Context: an optimization exercise on an open-source flow, tuned for small area. The choices shown serve that exercise and are no tape-out recipe.
No run shown here included a check of the RTL's function; only the layout flow was run.
No activity file was given, so power comes from the tool's default toggle rates.

--- design/flow/design.v ---
module outCPLD (
    input              pclk_50M,
    input        [1:8] outP,
    input       [1:28] out,
    output logic [1:8] eoutP,
    output logic [1:28] eout
);
  localparam logic [22:0] DONE  = 23'h14dd03;
  localparam logic [22:0] DMASK = 23'h3ffff9;
  logic [22:0] cnt1;
  logic [22:0] cnt2;
  logic [22:0] cnt3;
  logic [22:0] cnt4;
  logic [22:0] cnt5;
  logic [22:0] cnt6;
  logic [22:0] cnt7;
  logic [22:0] cnt8;
  always_ff @(posedge pclk_50M) begin
    cnt1 <= outP[1] ? {~cnt1[21:0], ~(cnt1[20] ^ cnt1[22])} : '1;
    cnt2 <= outP[2] ? {~cnt2[21:0], ~(cnt2[20] ^ cnt2[22])} : '1;
    cnt3 <= outP[3] ? {~cnt3[21:0], ~(cnt3[20] ^ cnt3[22])} : '1;
    cnt4 <= outP[4] ? {~cnt4[21:0], ~(cnt4[20] ^ cnt4[22])} : '1;
    cnt5 <= outP[5] ? {~cnt5[21:0], ~(cnt5[20] ^ cnt5[22])} : '1;
    cnt6 <= outP[6] ? {~cnt6[21:0], ~(cnt6[20] ^ cnt6[22])} : '1;
    cnt7 <= outP[7] ? {~cnt7[21:0], ~(cnt7[20] ^ cnt7[22])} : '1;
    cnt8 <= outP[8] ? {~cnt8[21:0], ~(cnt8[20] ^ cnt8[22])} : '1;
    eoutP[1] <= outP[1] & (eoutP[1] | ((cnt1 & DMASK) == (DONE & DMASK)));
    eoutP[2] <= outP[2] & (eoutP[2] | ((cnt2 & DMASK) == (DONE & DMASK)));
    eoutP[3] <= outP[3] & (eoutP[3] | ((cnt3 & DMASK) == (DONE & DMASK)));
    eoutP[4] <= outP[4] & (eoutP[4] | ((cnt4 & DMASK) == (DONE & DMASK)));
    eoutP[5] <= outP[5] & (eoutP[5] | ((cnt5 & DMASK) == (DONE & DMASK)));
    eoutP[6] <= outP[6] & (eoutP[6] | ((cnt6 & DMASK) == (DONE & DMASK)));
    eoutP[7] <= outP[7] & (eoutP[7] | ((cnt7 & DMASK) == (DONE & DMASK)));
    eoutP[8] <= outP[8] & (eoutP[8] | ((cnt8 & DMASK) == (DONE & DMASK)));
  end
  always_ff @(posedge pclk_50M) begin
    eout[1] <= out[1] & ((~outP[1] & outP[2]) | (outP[1] & ~outP[2]));
    eout[2] <= out[2] & ((~outP[1] & outP[3] & ~((outP[2] & out[1]))) | (outP[1] & ~outP[3]));
    eout[3] <= out[3] & ((~outP[2] & outP[3] & ~((outP[1] & out[1]))) | (outP[2] & ~outP[3] & ~((outP[1] & out[2]))));
    eout[4] <= out[4] & ((~outP[1] & outP[4] & ~((outP[2] & out[1]) | (outP[3] & out[2]))) | (outP[1] & ~outP[4]));
    eout[5] <= out[5] & ((~outP[2] & outP[4] & ~((outP[1] & out[1]) | (outP[3] & out[3]))) | (outP[2] & ~outP[4] & ~((outP[1] & out[4]))));
    eout[6] <= out[6] & ((~outP[3] & outP[4] & ~((outP[1] & out[2]) | (outP[2] & out[3]))) | (outP[3] & ~outP[4] & ~((outP[1] & out[4]) | (outP[2] & out[5]))));
    eout[7] <= out[7] & ((~outP[1] & outP[5] & ~((outP[2] & out[1]) | (outP[3] & out[2]) | (outP[4] & out[4]))) | (outP[1] & ~outP[5]));
    eout[8] <= out[8] & ((~outP[2] & outP[5] & ~((outP[1] & out[1]) | (outP[3] & out[3]) | (outP[4] & out[5]))) | (outP[2] & ~outP[5] & ~((outP[1] & out[7]))));
    eout[9] <= out[9] & ((~outP[3] & outP[5] & ~((outP[1] & out[2]) | (outP[2] & out[3]) | (outP[4] & out[6]))) | (outP[3] & ~outP[5] & ~((outP[1] & out[7]) | (outP[2] & out[8]))));
    eout[10] <= out[10] & ((~outP[4] & outP[5] & ~((outP[1] & out[4]) | (outP[2] & out[5]) | (outP[3] & out[6]))) | (outP[4] & ~outP[5] & ~((outP[1] & out[7]) | (outP[2] & out[8]) | (outP[3] & out[9]))));
    eout[11] <= out[11] & ((~outP[1] & outP[6] & ~((outP[2] & out[1]) | (outP[3] & out[2]) | (outP[4] & out[4]) | (outP[5] & out[7]))) | (outP[1] & ~outP[6]));
    eout[12] <= out[12] & ((~outP[2] & outP[6] & ~((outP[1] & out[1]) | (outP[3] & out[3]) | (outP[4] & out[5]) | (outP[5] & out[8]))) | (outP[2] & ~outP[6] & ~((outP[1] & out[11]))));
    eout[13] <= out[13] & ((~outP[3] & outP[6] & ~((outP[1] & out[2]) | (outP[2] & out[3]) | (outP[4] & out[6]) | (outP[5] & out[9]))) | (outP[3] & ~outP[6] & ~((outP[1] & out[11]) | (outP[2] & out[12]))));
    eout[14] <= out[14] & ((~outP[4] & outP[6] & ~((outP[1] & out[4]) | (outP[2] & out[5]) | (outP[3] & out[6]) | (outP[5] & out[10]))) | (outP[4] & ~outP[6] & ~((outP[1] & out[11]) | (outP[2] & out[12]) | (outP[3] & out[13]))));
    eout[15] <= out[15] & ((~outP[5] & outP[6] & ~((outP[1] & out[7]) | (outP[2] & out[8]) | (outP[3] & out[9]) | (outP[4] & out[10]))) | (outP[5] & ~outP[6] & ~((outP[1] & out[11]) | (outP[2] & out[12]) | (outP[3] & out[13]) | (outP[4] & out[14]))));
    eout[16] <= out[16] & ((~outP[1] & outP[7] & ~((outP[2] & out[1]) | (outP[3] & out[2]) | (outP[4] & out[4]) | (outP[5] & out[7]) | (outP[6] & out[11]))) | (outP[1] & ~outP[7]));
    eout[17] <= out[17] & ((~outP[2] & outP[7] & ~((outP[1] & out[1]) | (outP[3] & out[3]) | (outP[4] & out[5]) | (outP[5] & out[8]) | (outP[6] & out[12]))) | (outP[2] & ~outP[7] & ~((outP[1] & out[16]))));
    eout[18] <= out[18] & ((~outP[3] & outP[7] & ~((outP[1] & out[2]) | (outP[2] & out[3]) | (outP[4] & out[6]) | (outP[5] & out[9]) | (outP[6] & out[13]))) | (outP[3] & ~outP[7] & ~((outP[1] & out[16]) | (outP[2] & out[17]))));
    eout[19] <= out[19] & ((~outP[4] & outP[7] & ~((outP[1] & out[4]) | (outP[2] & out[5]) | (outP[3] & out[6]) | (outP[5] & out[10]) | (outP[6] & out[14]))) | (outP[4] & ~outP[7] & ~((outP[1] & out[16]) | (outP[2] & out[17]) | (outP[3] & out[18]))));
    eout[20] <= out[20] & ((~outP[5] & outP[7] & ~((outP[1] & out[7]) | (outP[2] & out[8]) | (outP[3] & out[9]) | (outP[4] & out[10]) | (outP[6] & out[15]))) | (outP[5] & ~outP[7] & ~((outP[1] & out[16]) | (outP[2] & out[17]) | (outP[3] & out[18]) | (outP[4] & out[19]))));
    eout[21] <= out[21] & ((~outP[6] & outP[7] & ~((outP[1] & out[11]) | (outP[2] & out[12]) | (outP[3] & out[13]) | (outP[4] & out[14]) | (outP[5] & out[15]))) | (outP[6] & ~outP[7] & ~((outP[1] & out[16]) | (outP[2] & out[17]) | (outP[3] & out[18]) | (outP[4] & out[19]) | (outP[5] & out[20]))));
    eout[22] <= out[22] & ((~outP[1] & outP[8] & ~((outP[2] & out[1]) | (outP[3] & out[2]) | (outP[4] & out[4]) | (outP[5] & out[7]) | (outP[6] & out[11]) | (outP[7] & out[16]))) | (outP[1] & ~outP[8]));
    eout[23] <= out[23] & ((~outP[2] & outP[8] & ~((outP[1] & out[1]) | (outP[3] & out[3]) | (outP[4] & out[5]) | (outP[5] & out[8]) | (outP[6] & out[12]) | (outP[7] & out[17]))) | (outP[2] & ~outP[8] & ~((outP[1] & out[22]))));
    eout[24] <= out[24] & ((~outP[3] & outP[8] & ~((outP[1] & out[2]) | (outP[2] & out[3]) | (outP[4] & out[6]) | (outP[5] & out[9]) | (outP[6] & out[13]) | (outP[7] & out[18]))) | (outP[3] & ~outP[8] & ~((outP[1] & out[22]) | (outP[2] & out[23]))));
    eout[25] <= out[25] & ((~outP[4] & outP[8] & ~((outP[1] & out[4]) | (outP[2] & out[5]) | (outP[3] & out[6]) | (outP[5] & out[10]) | (outP[6] & out[14]) | (outP[7] & out[19]))) | (outP[4] & ~outP[8] & ~((outP[1] & out[22]) | (outP[2] & out[23]) | (outP[3] & out[24]))));
    eout[26] <= out[26] & ((~outP[5] & outP[8] & ~((outP[1] & out[7]) | (outP[2] & out[8]) | (outP[3] & out[9]) | (outP[4] & out[10]) | (outP[6] & out[15]) | (outP[7] & out[20]))) | (outP[5] & ~outP[8] & ~((outP[1] & out[22]) | (outP[2] & out[23]) | (outP[3] & out[24]) | (outP[4] & out[25]))));
    eout[27] <= out[27] & ((~outP[6] & outP[8] & ~((outP[1] & out[11]) | (outP[2] & out[12]) | (outP[3] & out[13]) | (outP[4] & out[14]) | (outP[5] & out[15]) | (outP[7] & out[21]))) | (outP[6] & ~outP[8] & ~((outP[1] & out[22]) | (outP[2] & out[23]) | (outP[3] & out[24]) | (outP[4] & out[25]) | (outP[5] & out[26]))));
    eout[28] <= out[28] & ((~outP[7] & outP[8] & ~((outP[1] & out[16]) | (outP[2] & out[17]) | (outP[3] & out[18]) | (outP[4] & out[19]) | (outP[5] & out[20]) | (outP[6] & out[21]))) | (outP[7] & ~outP[8] & ~((outP[1] & out[22]) | (outP[2] & out[23]) | (outP[3] & out[24]) | (outP[4] & out[25]) | (outP[5] & out[26]) | (outP[6] & out[27]))));
  end
endmodule
--- design/flow/flow/run.sh ---
#!/bin/bash
# Own layout flow: the standard ORFS flow with
#  - port buffers inserted by global placement made sky130_fd_sc_hd__buf_1,
#  - clock tree synthesis without dummy loads.
set -euo pipefail
export BUFFER_PORTS_ARGS="-buffer_cell sky130_fd_sc_hd__buf_1"
export CTS_ARGS="-sink_clustering_enable -repair_clock_nets -sink_clustering_size 20 -sink_clustering_max_diameter 60 -buf_list {sky130_fd_sc_hd__clkbuf_2 sky130_fd_sc_hd__clkbuf_4 sky130_fd_sc_hd__clkbuf_8} -dont_use_dummy_load"
bash standard.sh finish > standard_finish.log 2>&1
--- design/flow/standard.sh ---
#!/bin/bash
# synth_recipe.tcl (not shown) runs the flow's synth.tcl, then flattens the netlist and writes it again
# the make line also repeats each setting of config.mk as NAME=value (left out here)
make -C /OpenROAD-flow-scripts/flow DESIGN_CONFIG=/design/flow/config.mk WORK_HOME=/design/flow/orfs CLKGATE_MAP_FILE= SYNTH_SCRIPT=/design/flow/synth_recipe.tcl "${@:-finish}"
--- design/flow/config.mk ---
export PLATFORM = sky130hd
export DESIGN_NAME = outCPLD
export DESIGN_NICKNAME = outCPLD
export VERILOG_FILES = /design/flow/design.v
export SDC_FILE = /design/flow/constraint.sdc
export NUM_CORES = 4
export LEC_CHECK = 0
export CAP_MARGIN = 20
export CORE_MARGIN = 2
export CORE_UTILIZATION = 60
export CTS_BUF_LIST = sky130_fd_sc_hd__clkbuf_2 sky130_fd_sc_hd__clkbuf_4 sky130_fd_sc_hd__clkbuf_8
export CTS_CLUSTER_DIAMETER = 60
export CTS_CLUSTER_SIZE = 20
export SLEW_MARGIN = 20
--- design/flow/constraint.sdc ---
create_clock -name core_clock -period 5.0 [get_ports {pclk_50M}]
set_input_delay 1.0000 -clock core_clock [delete_from_list [all_inputs] [get_ports {pclk_50M}]]
set_output_delay 1.0000 -clock core_clock [all_outputs]
set_load 0.01 [all_outputs]
==> results of run 1 <==
power by group:
part	switching [W]	internal (W)	leakage, nW
registers	0.0000581	0.00187	1.84
clock network	0.000478	0.000273	0.108
logic	0.000116	0.0000642	1.00
total	0.000652	0.00221	2.95
state kept, by name, summed over array words and instances, names as in the netlist, 23 cells and up:
signal and flops:
cnt4 23, eout 28, cnt1 23, cnt7 23, cnt3 23, cnt5 23
cnt8 23, cnt2 23, cnt6 23
layout make-up:
class | count | area [µm²]
Inverter | 7 | 26.28
Tap cell | 140 | 175.2
Clock buffer | 15 | 206.4
Fill cell | 917 | 3652
Sequential cell | 220 | 4404
Multi-Input combinational cell | 386 | 1916
Timing Repair Buffer | 78 | 317.8
routing by layer:
layer  share of wire  up-vias  GRT usage
met1            0.45     2113     0.2949
li1                -     2283          -
met5               0        -          0
met2            0.46      121     0.3571
met3           0.071       16    0.04762
met4           0.017        0    0.05769
final timing paths:
kind | startpoint | endpoint | slack [ns] | depth (start not counted)
worst max-delay path | outP[1] | eout[13] | 2.76 | 4
worst min-delay path | cnt2[2] | cnt2[3] | 0.36 | 1
worst max register to register | cnt4[16] | eoutP[4] | 3.64 | 3
worst min register to register | cnt2[2] | cnt2[3] | 0.36 | 1
through the flow:
stage                       util  setup slack (ns)  hold WS, ns  power [W]  instances
final                     0.6586             2.756       0.3560   0.002862        846
after global routing      0.6586             2.492       0.3802   0.002995        846
after CTS                 0.6586             2.827       0.3642   0.002898        846
after detailed placement  0.6393             2.341       0.3492   0.002153        831
after global placement    0.6393             2.398       0.3454   0.002144        831
after floorplan                -             3.075       0.3434   0.002081        646
cell usage in the layout (no fill, tap or decap), types with 7 or more instances in the layout:
cell	count
buf_1	70
clkbuf_8	15
dfxtp_1	220
inv_1	7
nand2_1	239
nand3_1	23
nand4_1	23
nand4b_1	8
nor4_1	15
o21ai_0	9
xor2_1	10
logic make-up (layout without fill, tap and decap cells):
family / after synthesis / in the layout / share of synthesized area
flip-flops: 220 / 220 / 0.6772
AND/OR/NAND/NOR: 327 / 327 / 0.2224
XOR/XNOR: 10 / 10 / 0.01347
buffers and inverters: 40 / 100 / 0.02828
multiplexers: 2 / 2 / 0.003270
AO/OA/AOI/OAI: 47 / 47 / 0.05541
==> impl_results.md, run 1 <==
* Critical Path Fanout Max at 46
* Final hold viol count at 0
* Peak per-stage delay on the critical path at 0.81 ns
* Routed Antenna Nets at 0
* Largest net degree at the start of global routing at 47
* Die height at 108.1 µm
* Register area share after synthesis at 0.6772
* Postcts setup bufs at 0
* Tightest Pin Transition at 0.9029 ns
* EDFF count, synth at 0
* Level count of the clock H-tree at 1
* I/O Buffers at 72
* Tot GR Track Use at 0.2180
* CTS Root Cell: clkbuf_8
* Area Growth Syn to Fin at 8.330%
* Count of routing violations after the opening detailed-route iteration at 306
* Post-synth design cell area at 0.006504 mm²
* Placed cell area at 0.006839 mm²
* Yosys warns at 1
* Vias per cell at 5.358
* DRT Pass-1 Iters at 5
* Cell area power density at 406.3 mW/mm²
* Crit Path Class: primary input to register
* Unrepaired setup endpoints after global routing: false
* Top-count cell post-synth: nand2_1
* CP Data Arrival Time at 2.63 ns
* Synthesized Nets at 683
* Yosys top cell by area: dfxtp_1
* Vias in the first global route at 4,376
* Net count, final at 745
* Final HPWL DP at 8795 µm
* Count of cell types in the netlist at 37
* Crit start category: primary input
* Clock Skews at 0.02450 ns
* Clk slew on worst S/H paths at 0.10 ns
* MaxCap Viol Count at 0
* Rows at 38
* Critical path cell sequence: clkbuf_2 > a222oi_1 > nand4_1 > a21boi_1
* Via count at 4,533
* Buffers and inverters on the worst path at 1
* Flops & latches, synth at 220
* Ys flop type: dfxtp_1
* Post_cts resized at 0
* Post-Route WL at 12,480 µm
* Setup Viol. Count Final at 0
* CP required at 5.39 ns
* Crit path max-delay family: compound AO/OA/AOI/OAI gates
* Hold_buf cts at 0
* Antenna violations before repair at 0
* Status: finished clean
* Synth Area per Inst at 10.07 µm²
* HP Class: register to register
* Final period utilization at 0.4487
* I/O Pins at 73
* Slowest cell on the critical path: a222oi_1
* CTS max path bufs at 3
* Die ar. at 0.01169 mm²
* Post-synth top area share at 0.6772
* Top cells by count, synth: 239 x nand2_1, 220 x dfxtp_1, 23 x nand3_1, 23 x nand4_1
* Critical Path Sink Type: register
* Starting Density at 0.6080
* Routability cong. at 0.8216
* Slew headroom at 0.3981
* Cts bufs inserted at 15
* Core ar. at 0.01070 mm²
* Worst skew pair latency at 0.48 ns
* Max-slew violations at 0
* FFs w/ async S/R, synth at 0
* Tmin final at 2.244 ns
* Finished Cell Area at 0.007046 mm²
* Fmax at 445.7 MHz
* CTS tree: built
* Setup_tns at 0 ns
* Area contributors post-synth: dfxtp_1 68%, nand2_1 14%, nand4_1 2.2%
* Wire length per cell at 14.76 µm
* Cell count after synthesis at 646
* DRC at 0
* # diodes at 0
* Total global routing overflow at 0
* Pleak at 2.950 nW
* Die Wd at 108.1 µm
* Maximum VDD drop at 0.0003038 V
* Fraction of layout cells with a size suffix above 1 at 0.03683
* First-pass GRT wire length at 20,460 µm
* Number of clock sinks at 220
==> inputs of run 2 (changes only) <==
==> design/flow/config.mk (replaced) <==
export PLATFORM = sky130hd
export DESIGN_NAME = outCPLD
export DESIGN_NICKNAME = outCPLD
export VERILOG_FILES = /design/flow/design.v
export SDC_FILE = /design/flow/constraint.sdc
export NUM_CORES = 4
export LEC_CHECK = 0
export CAP_MARGIN = 0
export CORE_MARGIN = 2
export CORE_UTILIZATION = 60
export SLEW_MARGIN = 0
==> run 2 against run 1 <==
- still clean on timing, DRC and antenna
- sequential cell count unchanged
- sequential power hardly changed
- setup slack unchanged
- routed wire length unchanged
- sequential share of layout area is the same
- register-to-register slack hardly changed
- first-iteration DRC count stayed put
- highest routed layer unchanged
==> impl_results.md, run 2 <==
* Status: finished clean
* Wire length per cell at 14.76 µm
* Hold path start: cnt2[2]
* Antenna violations before repair at 0
* EDFF count, synth at 0
* Cell count after synthesis at 646
* CP required at 5.39 ns
* Post-synth top area share at 0.6772
* Crit start category: primary input
* Fmax at 445.7 MHz
* CP Data Arrival Time at 2.63 ns
* Post-Route WL at 12,480 µm
* Placed instance count at 831
* Number of clock sinks at 220
* Cell area power density at 406.3 mW/mm²
* Vias per cell at 5.358
* Pleak at 2.950 nW
* DRC at 0
* Peak per-stage delay on the critical path at 0.81 ns
* Level count of the clock H-tree at 1
* # diodes at 0
* FF-to-FF Start: cnt4[16]
* HP Class: register to register
* Filler Cell Count at 917
* Critical Path Sink Type: register
* Max-slew violations at 0
* Die ar. at 0.01169 mm²
* Tot GR Track Use at 0.2180
* Final HPWL DP at 8795 µm
* Clk slew on worst S/H paths at 0.10 ns
* Die height at 108.1 µm
* Finished Cell Area at 0.007046 mm²
* Placed cell area at 0.006839 mm²
* FFs w/ async S/R, synth at 0
* Tightest Pin Transition at 0.9029 ns
* Reg power frac at 0.675
* Core ar. at 0.01070 mm²
* Clock power share at 0.262
* Hold WS at 0.3560 ns
* Rows at 38
* Top cells by count, synth: 239 x nand2_1, 220 x dfxtp_1, 23 x nand3_1, 23 x nand4_1
* Crit. Startpoint: outP[1]
* CTS max path bufs at 3
* Top-count cell post-synth: nand2_1
* Count of routing violations after the opening detailed-route iteration at 306
* Final hold viol count at 0
* Routability cong. at 0.8216
* Max FFs per register at 28
* Non-Filler Instances at 846
* Tmin final at 2.244 ns
* Cts bufs inserted at 15
* Ys flop type: dfxtp_1
* Worst skew pair latency at 0.48 ns
* Starting Density at 0.6080
* Combinational share of power at 0.063
* PnR Total Power at 0.002862 W
* Internal power at 0.002210 W
* Commonest cells after routing, fill and taps aside: 239 x nand2_1, 220 x dfxtp_1, 70 x buf_1
* Total global routing overflow at 0
* Unrepaired setup endpoints after global routing: false
* CTS Root Cell: clkbuf_8
* Die Wd at 108.1 µm
* MaxCap Viol Count at 0
* Largest net degree at the start of global routing at 47
* Slowest cell on the critical path: a222oi_1
* Critical Path Fanout Max at 46
* DRT Pass-1 Iters at 5
* Synth Area per Inst at 10.07 µm²
* Crit Path Class: primary input to register
* Vias in the first global route at 4,376
* Hold_buf cts at 0
* Via count at 4,533
* CTS tree: built
* Yosys top cell by area: dfxtp_1
* I/O Buffers at 72
* I/O Pins at 73
* Post_cts resized at 0
* Post-synth design cell area at 0.006504 mm²
* Critical path cell sequence: clkbuf_2 > a222oi_1 > nand4_1 > a21boi_1
* Clock Skews at 0.02450 ns
* Final period utilization at 0.4487
* Net count, final at 745
* Slew headroom at 0.3981
* Setup Viol. Count Final at 0
* Switch share at 0.2279
* Yosys warns at 1
* NetSw at 0.0006523 W
* Register area share after synthesis at 0.6772
* Commonest non-fill, non-tap cell in the layout: nand2_1
* Area Growth Syn to Fin at 8.330%
* Maximum VDD drop at 0.0003038 V
* Routed Antenna Nets at 0
* Most flop-heavy register: eout
* Postcts setup bufs at 0
* First-pass GRT wire length at 20,460 µm
* Fraction of layout cells with a size suffix above 1 at 0.03683
* Flops & latches, synth at 220
* Area contributors post-synth: dfxtp_1 68%, nand2_1 14%, nand4_1 2.2%
* Count of cell types in the netlist at 37
* Setup_tns at 0 ns
* Synthesized Nets at 683
[run 2: kinds of logic after synthesis]
| kind of cell | count (synthesis) | synth area share |
|---|---|---|
| AND/OR/NAND/NOR | 327 | 0.2224 |
| AO/OA/AOI/OAI | 47 | 0.05541 |
| buffers and inverters | 40 | 0.02828 |
| multiplexers | 2 | 0.003270 |
| flip-flops | 220 | 0.6772 |
| XOR/XNOR | 10 | 0.01347 |
[run 2: path summary, 6_finish.rpt]
check,depth (start not counted),endpoint,slack (ns)
max,4,eout[13],2.76
min,1,cnt2[3],0.36
max reg2reg,3,eoutP[4],3.64
min reg2reg,1,cnt2[3],0.36
[run 2: per-stage QoR]
step	util	setup WS, ns
after floorplan	-	3.075
after global placement	0.6393	2.398
after detailed placement	0.6393	2.341
after CTS	0.6586	2.827
after global routing	0.6586	2.492
final	0.6586	2.756
[run 2: power groups by stage]
stage	logic, W	registers [W]	clock network (W)
2_1_floorplan	0.000120	0.00196	0
3_3_place_gp	0.000174	0.00197	0
3_5_place_dp	0.000181	0.00197	0
4_1_cts	0.000182	0.00193	0.000783
5_1_grt	0.000207	0.00195	0.000841
6_report	0.000181	0.00193	0.000750
[run 2: cell type report]
cell class	instances	area (µm²)	area share
sequential	220	4404	0.6251
tap	140	175.2	0.02486
inverter	7	26.28	0.003729
timing repair buffer	78	317.8	0.04511
clock buffer	15	206.4	0.02930
multi-input combinational	386	1916	0.2719
[run 2: critical path, delay by kind of cell]
| family | cells | cell delay, ns |
|---|---|---|
| buffers and inverters | 1 | 0.50 |
| AO/OA/AOI/OAI | 2 | 0.96 |
| AND/OR/NAND/NOR | 1 | 0.16 |
[run 2: layer usage]
layer  up-vias  track usage  part of all wire
met2       121       0.3571              0.46
li1       2283            -                 -
met5         -            0                 0
met1      2113       0.2949              0.45
met3        16      0.04762             0.071
met4         0      0.05769             0.017
==> inputs of run 3 (changes only) <==
==> design/flow/flow/run.sh (replaced) <==
#!/bin/bash
# Own layout flow: the standard ORFS flow with
#  - port buffers inserted by global placement made sky130_fd_sc_hd__buf_1,
#  - clock tree synthesis without dummy loads.
set -euo pipefail
export BUFFER_PORTS_ARGS="-buffer_cell sky130_fd_sc_hd__buf_1"
export CTS_ARGS="-sink_clustering_enable -repair_clock_nets -sink_clustering_size 36 -sink_clustering_max_diameter 80 -buf_list {sky130_fd_sc_hd__clkbuf_16} -root_buf sky130_fd_sc_hd__clkbuf_8 -tree_buf sky130_fd_sc_hd__clkbuf_8 -dont_use_dummy_load"
bash standard.sh finish > standard_finish.log 2>&1
--- a/design/flow/config.mk
+++ b/design/flow/config.mk
@@ -5,7 +5,10 @@
 export SDC_FILE = /design/flow/constraint.sdc
 export NUM_CORES = 4
 export LEC_CHECK = 0
-export CAP_MARGIN = 0
+export CAP_MARGIN = 20
 export CORE_MARGIN = 2
 export CORE_UTILIZATION = 60
-export SLEW_MARGIN = 0
+export CTS_BUF_LIST = sky130_fd_sc_hd__clkbuf_2 sky130_fd_sc_hd__clkbuf_4 sky130_fd_sc_hd__clkbuf_8
+export CTS_CLUSTER_DIAMETER = 60
+export CTS_CLUSTER_SIZE = 20
+export SLEW_MARGIN = 20
==> run 3 against run 2 <==
- non-clock buffer count unchanged
- clock skew increased by 0.024 ns
- sequential share of layout area decreased by 0.089 points
- count of clock-buffer cells in the layout decreased by 5
- first-iteration DRC count increased by 5.2%
- synthesized cell count unchanged
- combinational power about the same
- sequential power about the same
==> impl_results.md, run 3 <==
* Total global routing overflow at 0
* Finished Cell Area at 0.007056 mm²
* Die ar. at 0.01169 mm²
* Mux contribution to synthesized area at 0.003270
* Sequential cell area at 0.004404 mm²
* Status: finished clean
* CP Data Arrival Time at 2.61 ns
* Die Wd at 108.1 µm
* Hold_buf cts at 0
* Cell count after synthesis at 646
* Top cells by count, synth: 239 x nand2_1, 220 x dfxtp_1, 23 x nand3_1, 23 x nand4_1
* Tightest Pin Transition at 0.9045 ns
* Post-Synth Adder-Cell Area at 0
* Via count at 4,504
* Top-count cell post-synth: nand2_1
* EDFF count, synth at 0
* Ys flop type: dfxtp_1
* Postcts setup bufs at 0
* Count of cell types in the netlist at 37
* Net count, final at 740
* Area contributors post-synth: dfxtp_1 68%, nand2_1 14%, nand4_1 2.2%
* Worst-case reg-to-reg path depth at 3
* I/O Pins at 73
* Count of routing violations after the opening detailed-route iteration at 322
* Core ar. at 0.01070 mm²
* Commonest non-fill, non-tap cell in the layout: nand2_1
* DRC at 0
* MaxCap Viol Count at 0
* Pleak at 2.950 nW
* Level count of the clock H-tree at 1
* Max FFs per register at 28
* Placed cell area at 0.006839 mm²
* Critical Path Fanout Max at 46
* Routability cong. at 0.8216
* Crit start category: primary input
* Crit Path Class: primary input to register
* Register area share after synthesis at 0.6772
* Final period utilization at 0.4388
* Vias per cell at 5.356
* HP Class: register to register
* Largest net degree at the start of global routing at 47
* Cts bufs inserted at 10
* Cell area power density at 410.2 mW/mm²
* Setup Viol. Count Final at 0
* Cells on Worst Hold Path at 1
* Rows at 38
* Wire length per cell at 14.68 µm
* Tmin final at 2.194 ns
* Die height at 108.1 µm
* Footprint of the multi-input gates at 0.001916 mm²
* Post-synth top area share at 0.6772
* Commonest cells after routing, fill and taps aside: 239 x nand2_1, 220 x dfxtp_1, 70 x buf_1
* Max-slew violations at 0
* Clk slew on worst S/H paths at 0.12 ns
* CP required at 5.41 ns
* CTS tree: built
* Critical path cell sequence: clkbuf_2 > a222oi_1 > nand4_1 > a21boi_1
* Final hold viol count at 0
* Tot GR Track Use at 0.2174
* Area Growth Syn to Fin at 8.484%
* Synth Area in Simple Gates at 0.2224
* FFs w/ async S/R, synth at 0
* Starting Density at 0.6080
* Largest family of logic cells by synthesized area: simple AND/OR/NAND/NOR gates
* DRT Pass-1 Iters at 5
* # diodes at 0
* Worst skew pair latency at 0.49 ns
* Peak per-stage delay on the critical path at 0.79 ns
* Critical Path Sink Type: register
* Routed Antenna Nets at 0
* Post-synthesis xor/xnor area fraction at 0.01347
* Post_cts resized at 0
* Maximum VDD drop at 0.0003862 V
* Yosys top cell by area: dfxtp_1
* R2R setup slack at 3.65 ns
* Synth Area per Inst at 10.07 µm²
* Post-Route WL at 12,350 µm
* Synthesized Nets at 683
* Flops & latches, synth at 220
* I/O Buffers at 72
* Antenna violations before repair at 0
* Fmax at 455.8 MHz
* Yosys warns at 1
* Filler Cell Count at 917
* Clock Skews at 0.04874 ns
* CTS max path bufs at 3
* Post-synth design cell area at 0.006504 mm²
* Final HPWL DP at 8795 µm
* First-pass GRT wire length at 20,440 µm
* Number of clock sinks at 220
* Vias in the first global route at 4,350
* Most flop-heavy register: eout
* Setup_tns at 0 ns
* Synth Area in Compound Gates at 0.05541
* Unrepaired setup endpoints after global routing: false
* Slew headroom at 0.3970
* CTS Root Cell: clkbuf_8
* Fraction of layout cells with a size suffix above 1 at 0.02996
* Slowest cell on the critical path: a222oi_1
[run 3: cell types whose count changed in the layout (fill, tap and decap cells not counted), sizes merged]
cell / change
clkbuf: -5
[run 3: worst max-delay path, delay by kind of cell]
family,cells,cell delay (ns)
simple gates,1,0.16
buf+inv,1,0.50
compound gates,2,0.94
[run 3: through the flow]
stage | worst slack [ns] | utilization | power (W) | std cells | hold WS, ns
after floorplan | 3.075 | - | 0.002081 | 646 | 0.3434
after global placement | 2.398 | 0.6393 | 0.002144 | 831 | 0.3454
final | 2.806 | 0.6595 | 0.002895 | 841 | 0.3233
after CTS | 2.844 | 0.6595 | 0.002927 | 841 | 0.3289
after global routing | 2.545 | 0.6595 | 0.003025 | 841 | 0.3462
after detailed placement | 2.341 | 0.6393 | 0.002153 | 831 | 0.3492
[run 3: per-layer routing]
metal,wire [µm],track usage,up-vias
met5,0,0,-
met4,246,0.05037,0
met3,831,0.04461,18
met2,5658,0.3571,108
met1,5610,0.2980,2102
li1,-,-,2276
[run 3: cell families (layout without fill, tap and decap cells)]
kind of cell	after synthesis	after routing
XOR/XNOR	10	10
multiplexers	2	2
AND/OR/NAND/NOR	327	327
flip-flops	220	220
AO/OA/AOI/OAI	47	47
buffers and inverters	40	95
[run 3: area by class of cell]
cell class,instances,area share
sequential,220,0.6242
multi-input combinational,386,0.2715
timing repair buffer,78,0.04504
clock buffer,10,0.03068
tap,140,0.02483
inverter,7,0.003724
[run 3: power breakdown]
part | total [W] | internal (W) | switching (W)
clock network | 0.000782 | 0.000310 | 0.000472
registers | 0.00193 | 0.00187 | 0.0000585
logic | 0.000180 | 0.0000642 | 0.000116
[run 3: worst paths after layout]
path / startpoint / to
hold reg to reg: cnt6[5] / cnt6[6]
hold / removal: cnt6[5] / cnt6[6]
setup reg to reg: cnt4[16] / eoutP[4]
setup / recovery: outP[1] / eout[13]

## separate check: timing with driven ports
The flow's constraints put no driver on any port. The routed layouts listed below were extracted and timed again, unchanged, in two steps. Step 1 (the two cells are an assumption about what drives the block):
set clk [get_ports {pclk_50M}]
set_driving_cell -lib_cell sky130_fd_sc_hd__clkbuf_16 $clk
set_driving_cell -lib_cell sky130_fd_sc_hd__buf_2 [delete_from_list [all_inputs] $clk]
Step 2 adds t to the input delays and takes it off the output delays; t is the mean of the earliest and latest rising clock arrival at the registers after step 1. Input paths then give back, and output paths get back, about the clock's delay inside the block. Three values: no drivers, after step 1, after step 2; two values: the first two.
run | t, ns | setup slack, ns | worst setup path at the end | worst register clock-pin slew, ns | worst slew at a driven data input, ns
run 1 | 0.496 | 2.756 / 2.770 / 2.274 | input to register | 0.11 / 0.11 | 0.05
run 2 | 0.496 | 2.756 / 2.770 / 2.274 | input to register | 0.11 / 0.11 | 0.05
run 3 | 0.502 | 2.806 / 2.817 / 2.316 | input to register | 0.12 / 0.12 | 0.05
After both steps every run listed still meets setup and hold. For run 3, which loses most, drivers alone change the setup slack by +0.011 ns; drivers and shift together by -0.490 ns.
